From an optimization exercise on the open Yosys and OpenROAD flow, aimed at small area, a short achievable clock period and few clock cycles per item; shortcuts taken in it are not production practice.
In this exercise RTL edits were held to simulation tests only and were not proved equivalent to the original.
Power is estimated from default activity; no workload was simulated.

## flow/design.v (module list and top-level ports; edited modules follow where they fit)
// module pm32: 1236 lines
// module ENG: 8 lines
// module EONE: 7 lines
// module ETWO: 8 lines
// module XN: 7 lines
// module SEL: 9 lines
// module FA: 10 lines
// module XR: 7 lines
// module FSA: 10 lines
// module FSAN: 10 lines
// module XRN: 7 lines
// module G0: 7 lines
// module G1: 7 lines
// module G2: 7 lines
// module G3: 7 lines
// module H0: 7 lines
// module H1: 7 lines
// module H2: 8 lines
// module H3: 7 lines
// module H4: 8 lines
// module H5: 8 lines
// module H6: 8 lines
// module H7: 6 lines
// module H8: 7 lines
module pm32 (
    input  logic          clk,
    input  logic          rst,
    input  logic          start,
    input  logic [31:0]   mc,
    input  logic [31:0]   mp,
    output logic [63:0]   p,
    output logic          done,
    input  logic          op  
);
  // ...
==> flow/flow/run.sh <==
#!/bin/bash
# The standard layout, with the port buffers chosen here instead of by
# buffer_ports itself (it picks a slow delay buffer on sky130hd): buf_4 on the
# inputs, which feed the multiplier's wide fanout, and buf_1 on the outputs.
set -euo pipefail
export DONT_BUFFER_PORTS=1
export PRE_GLOBAL_PLACE_TCL="$PWD/flow/ports.tcl"
bash standard.sh > standard.log 2>&1
==> flow/flow/ports.tcl <==
# Sourced by ORFS's global_place.tcl before placement (DONT_BUFFER_PORTS=1
# skips its own buffer_ports call): every input and output port gets a buffer.
buffer_ports -inputs -buffer_cell sky130_fd_sc_hd__buf_4
buffer_ports -outputs -buffer_cell sky130_fd_sc_hd__buf_1
==> flow/standard.sh <==
#!/bin/bash
# synth_recipe.tcl (not shown) runs the flow's synth.tcl, then flattens the netlist and writes it again
# the make line also repeats each setting of config.mk as NAME=value (left out here)
make -C /OpenROAD-flow-scripts/flow DESIGN_CONFIG=/design/flow/config.mk WORK_HOME=/design/flow/orfs CLKGATE_MAP_FILE= SYNTH_SCRIPT=/design/flow/synth_recipe.tcl "${@:-finish}"
==> flow/config.mk <==
export PLATFORM = sky130hd
export DESIGN_NAME = pm32
export DESIGN_NICKNAME = pm32
export VERILOG_FILES = /design/flow/design.v
export SDC_FILE = /design/flow/constraint.sdc
export NUM_CORES = 4
export LEC_CHECK = 0
export CAP_MARGIN = 20
export CORE_MARGIN = 2
export CORE_UTILIZATION = 40
export SLEW_MARGIN = 20
export SYNTH_HIERARCHICAL = 1
==> flow/constraint.sdc <==
create_clock -name core_clock -period 5.0 [get_ports {clk}]
set_input_delay 1.0000 -clock core_clock [delete_from_list [all_inputs] [get_ports {clk}]]
set_output_delay 1.0000 -clock core_clock [all_outputs]
set_load 0.01 [all_outputs]
==> metrics.md, run 1 <==
| Metric | Value |
|---|---|
| Power Internal | 0.0111 W |
| Seq area share | 12.4% |
| Cts hold-fix bufs | 0 |
| Final core utilization | 44.9% |
| Pin count of the biggest net entering global routing | 116 |
| CTS Buf Count | 17 |
| Bufs and invs on worst path | 1 |
| Clock Buffer Count | 17 |
| Crit Reg-Reg Endpoint | done$_DFFE_PP0P_ |
| Synth Register Bits | 115 |
| Synth top cells by count | xnor2_1 (653), o22ai_1 (528), fa_1 (420) |
| Largest register by flop count | rs |
| CP delay by family, top | adder cells |
| VDD IR max | 0.000670 V |
| Number of global-route vias before repair | around 21k |
| Synth-to-Final Area Change | 11.0% |
| Max Cap Viol | 0 |
| Power Combinational | 0.0182 W |
| Register area share after synthesis | 13.8% |
| Status | no timing/DRC/antenna violations |
| Highest Signal Layer | met5 |
| Pre-CTS setup slack | -0.151 ns |
| Reg power frac | 13.6% |
| Post-Syn Instances | 2,451 |
| Total wire length | 84,700 um |
| Highest-power group | combinational cells |
| Area leader, netlist | fa_1 |
| Number of synthesized flops with an enable pin | between 100 and 150 |
| Core ar. | 61,800 um2 |
| Diodes inserted | 0 |
| CP dominant cell by count | fa_1 |
| Crit end category | flop |
Testbench counts, summed over its fixed seeds: cycles 1,600, items 1,600.
==> run 2, diff against run 1 <==
==> flow/flow/run.sh (replaced) <==
#!/bin/bash
# The standard layout, with the port buffers made of buf_4 cells instead of the
# cell buffer_ports picks by itself (a slow delay buffer on sky130hd).
set -euo pipefail
export BUFFER_PORTS_ARGS="-buffer_cell sky130_fd_sc_hd__buf_4"
bash standard.sh > standard.log 2>&1
removed: flow/flow/ports.tcl
==> metrics.md, run 2 <==
| Metric | Value |
|---|---|
| Commonest non-fill, non-tap cell in the layout | xnor2_1 (unchanged) |
| Synth Register Bits | 115 (unchanged) |
| Yosys top cell area share | 33.6% (unchanged) |
| Die width | 254 um (unchanged) |
| Yosys cell types | 20 (unchanged) |
| CTS max path bufs | 2 (unchanged) |
| Final hold violation count | 0 (unchanged) |
| Worst-path fanout max | 10 (was 41) |
| # DRC | 0 (unchanged) |
| CTS Buf Count | 17 (unchanged) |
| Post-Syn Instances | 2,451 (unchanged) |
| Largest register by flop count | rs (unchanged) |
| Diodes inserted | 0 (unchanged) |
| Pre-CTS setup slack | -0.409 ns (was -0.151 ns) |
| Detail Route Antenna Nets | 0 (unchanged) |
| CP required | 5.18 ns (about the same) |
| HPWL after detailed placement | 77,600 um (was 68,400 um) |
| Highest-count cells in the layout ignoring fill and taps | xnor2_1 (637), o22ai_1 (513), buf_4 (457), fa_1 (410), nand2_1 (137) (was xnor2_1 (637), o22ai_1 (513), fa_1 (410), nand2_1 (137), inv_1 (135)) |
| Synth top cells by count | xnor2_1 (653), o22ai_1 (528), fa_1 (420) (unchanged) |
| First-pass GRT wire length | 137,000 um (was 129,000 um) |
| Num rows | 91 (unchanged) |
| Worst setup margin | 0.0886 ns (was 0.244 ns) |
| Ports | 133 (unchanged) |
| Fillcell total | 5,573 (was 5,753) |
| IO buf count | 131 (unchanged) |
| Worst Path Arrival | 5.09 ns (was 4.93 ns) |
| Synth Cell Area | 25,000 um2 (unchanged) |
| Share of layout cells above drive strength 1 | 23.0% (was 11.4%) |
| Relative slew slack | 50.3% (was 51.0%) |
| Slew Limit Fails | 0 (unchanged) |
| Vias | 22.0k (was 20.3k) |
| Synth async-reset ratio | 0.870% (unchanged) |
| Hold Path Class | in -> async (unchanged) |
| Drt pass-1 iters | 6 (was 5) |
| Synth Flop Type | edfxtp_1 (unchanged) |
| Total wire length | 90,700 um (was 84,700 um) |
| Syn_area_per_cell | 10.2 um2 (unchanged) |
| Critical path class | in -> reg (unchanged) |
| Clk_skew | 0 ns (unchanged) |
| GP Congestion | 1.06 (was 0.983) |
| Routed len/inst | 24.1 um (was 25.1 um) |
| Hold slack | 0.393 ns (was 0.280 ns) |
| Startpoint types | input pin (unchanged) |
| Core ar. | 61,800 um2 (unchanged) |
| Clock sink count | 115 (unchanged) |
| Area leader, netlist | fa_1 (unchanged) |
| Die H | 254 um (unchanged) |
| Final period util | 98.2% (was 95.1%) |
| Crit path time final | 4.91 ns (was 4.76 ns) |
| Largest cells by area after synthesis | fa_1 (34%), xnor2_1 (23%), edfxtp_1 (14%), o22ai_1 (13%), xor2_1 (2.7%) (unchanged) |
| Initial Util | 40.5% (unchanged) |
| Endpoints failing setup | 0 (unchanged) |
| Status | no timing/DRC/antenna violations (unchanged) |
| Number of synthesized flops with an enable pin | 114 (unchanged) |
| Die area | 64,600 um2 (unchanged) |
| 1st-iter DRT viols | 2,040 (was 2,145) |
| GRT Overall Usage | 28.5% (was 26.5%) |
| Number of global-route vias before repair | 22.4k (was 20.9k) |
| H-Tree Depth | 4 (unchanged) |
| Static leakage | 11.3 nW (was 9.35 nW) |
| CTS clock-pin slew for the worst setup and hold paths | 0.05 ns (was 0.06 ns) |
| Setup TNS | 0 ns (unchanged) |
| Synthesis Warnings | 7 (unchanged) |
| Max Cap Viol | 0 (unchanged) |
| Synth-to-Final Area Change | 23.4% (was 11.0%) |
| Congestion Overflow GR | 0 (unchanged) |
| Initial antenna violation count | 0 (unchanged) |
| Top-count cell post-synth | xnor2_1 (unchanged) |
| Max Clock Freq | 0.204 GHz (was 0.210 GHz) |
| Final Instance Count excl. Fillers | 3,759 (was 3,375) |
| Top flop regs | rs (51), rc (50), rl (12) (unchanged) |
| Max reg flops | 51 (unchanged) |
| TritonCTS clock tree | yes (unchanged) |
| Final core utilization | 50.0% (was 44.9%) |
| Clock Latency Late Sink | 0.44 ns (was 0.43 ns) |
| Post-placement cell count | 3,728 (was 3,343) |
| Cts hold-fix bufs | 0 (unchanged) |
| Cell Pwr Density | 824 nW/um2 (was 811 nW/um2) |
| Clk root buf | clkbuf_16 (unchanged) |
| Crit end category | flop (unchanged) |
| Register area share after synthesis | 13.8% (unchanged) |
| Unrepaired setup endpoints after global routing | false (unchanged) |
| Nets@finish | 3,399 (was 3,013) |
| Tightest Pin Transition | 0.745 ns (was 0.729 ns) |
| Pin count of the biggest net entering global routing | 116 (unchanged) |
| VDD IR max | 0.000714 V (was 0.000670 V) |
| Vias per inst | 5.85 (was 6.03) |
-- run 2: cell counts after synthesis --
Identical to the previous run, type by type.
-- run 2: area by class of cell --
cell class | instances | area (um2) | area share (%)
clock buffers | 18 | 429 | 1.39
clock inverters | 12 | 141 | 0.458
inverters | 135 | 507 | 1.64
multi-input cells | 2155 | 21300 | 69.0
flip-flops and latches | 115 | 3450 | 11.2
well taps | 837 | 1050 | 3.39
repair buffers | 487 | 4010 | 13.0
-- run 2: final timing paths --
check,from,endpoint,slack [ns],depth (start not counted)
worst max-delay path,mp[7],rc[24]$_DFFE_PP_,0.09,11
worst min-delay path,rst,done$_DFFE_PP0P_,0.39,2
worst max register to register,done$_DFFE_PP0P_,done$_DFFE_PP0P_,4.30,1
worst min register to register,done$_DFFE_PP0P_,done$_DFFE_PP0P_,0.46,1
max in group asynchronous,rst,done$_DFFE_PP0P_,4.52,2
min in group core_clock,done$_DFFE_PP0P_,done$_DFFE_PP0P_,0.46,1
-- run 2: cells by family (layout without fill, tap and decap cells) --
logic type | Yosys count | after routing | share of synthesized area, %
buffers and inverters | 187 | 652 | 3.58
flip-flops | 115 | 115 | 13.8
other | 2 | 8 | 0.0300
AND/OR/NAND/NOR | 265 | 265 | 4.55
adder cells (fa/ha/maj) | 420 | 420 | 33.6
AO/OA/AOI/OAI | 732 | 732 | 18.9
XOR/XNOR | 730 | 730 | 25.5
-- run 2: through the flow --
| stage | cell area, um2 | total power [W] |
|---|---|---|
| 2_1_floorplan | 25600 | 0.0170 |
| 6_report | 30900 | 0.0255 |
| 4_1_cts | 30900 | 0.0253 |
| 3_3_place_gp | 30300 | 0.0235 |
| 3_5_place_dp | 30300 | 0.0240 |
| 5_1_grt | 30900 | 0.0274 |
-- run 2: timing repair --
item / CTS / global route
setup buffers: 0 / 1
gates resized for setup: 0 / 6
hold endpoints to repair: 0 / 0
endpoints found under the setup margin: 0 / 6
-- run 2: modules after synthesis (local to each module, per instance), a selection --
module | times used | cells | cell area, um2
FA | 420 | 1 | 20.0
H0 | 109 | 1 | 8.76
H1 | 109 | 1 | 3.75
SEL | 528 | 1 | 6.26
H8 | 18 | 1 | 8.76
G1 | 28 | 1 | 3.75
pm32 | 1 | 276 | 4250
H5 | 20 | 2 | 12.5
ETWO | 16 | 3 | 18.8
G3 | 14 | 1 | 3.75
H3 | 64 | 1 | 3.75
H6 | 7 | 2 | 12.5
-- run 2: metal layers --
metal | wire length (um) | track usage, % | up-vias
met3 | 9620 | 6.81 | 220
met5 | 0 | 0 | -
met4 | 4310 | 12.6 | 0
li1 | - | - | 9595
met1 | 36900 | 38.4 | 10900
met2 | 39900 | 43.8 | 1267
-- run 2: worst max-delay path: stages --
cell     delay, ns
buf_4         0.16
nor2b_1       0.16
a21oi_4       0.35
o22ai_1       0.18
fa_1          0.48
fa_1          0.43
fa_1          0.48
fa_1          0.43
fa_1          0.47
fa_1          0.48
fa_1          0.45
-- run 2: where the power goes --
group	switching, W	leakage [nW]	internal [W]
Sequential	0.000225	1.13	0.00282
Clock	0.000451	0.268	0.000767
Combinational	0.0121	9.87	0.00912

## port drivers added, routing unchanged
The results above use ideal ports. As a check the final layouts listed here were re-extracted and re-timed, cells and wires unchanged. Step 1 (the two cells are an assumption about what drives the block):
set clk [get_ports {clk}]
set_driving_cell -lib_cell sky130_fd_sc_hd__clkbuf_16 $clk
set_driving_cell -lib_cell sky130_fd_sc_hd__buf_2 [delete_from_list [all_inputs] $clk]
Step 2 also shifts input and output timing later by t, the mid clock arrival at the registers, as if the neighbouring blocks saw the same clock. Slacks: ideal / step 1 / step 2; pairs: ideal / step 1.
run | t, ns | setup WS [ns] | latest minus earliest clock arrival (ns) | worst data-port slew with drivers (ns) | slew violations | capacitance violations | pins driven straight from the clock port
run 1 | 0.499 | 0.244 / -0.676 / -1.175 | 0.018 / 0.019 | 2.61 | 0 / 116 | 0 / 1 | 1
run 2 | 0.503 | 0.089 / 0.108 / -0.395 | 0.015 / 0.014 | 0.19 | 0 / 0 | 0 / 0 | 1
With both steps, setup timing fails in run 1 and run 2, where it was met with ideal ports. The drivers bring new slew violations in run 1. With drivers on, capacitance violations rise in run 1. For run 1, which loses most, drivers alone change the setup slack by -0.920 ns; drivers and shift together by -1.419 ns.
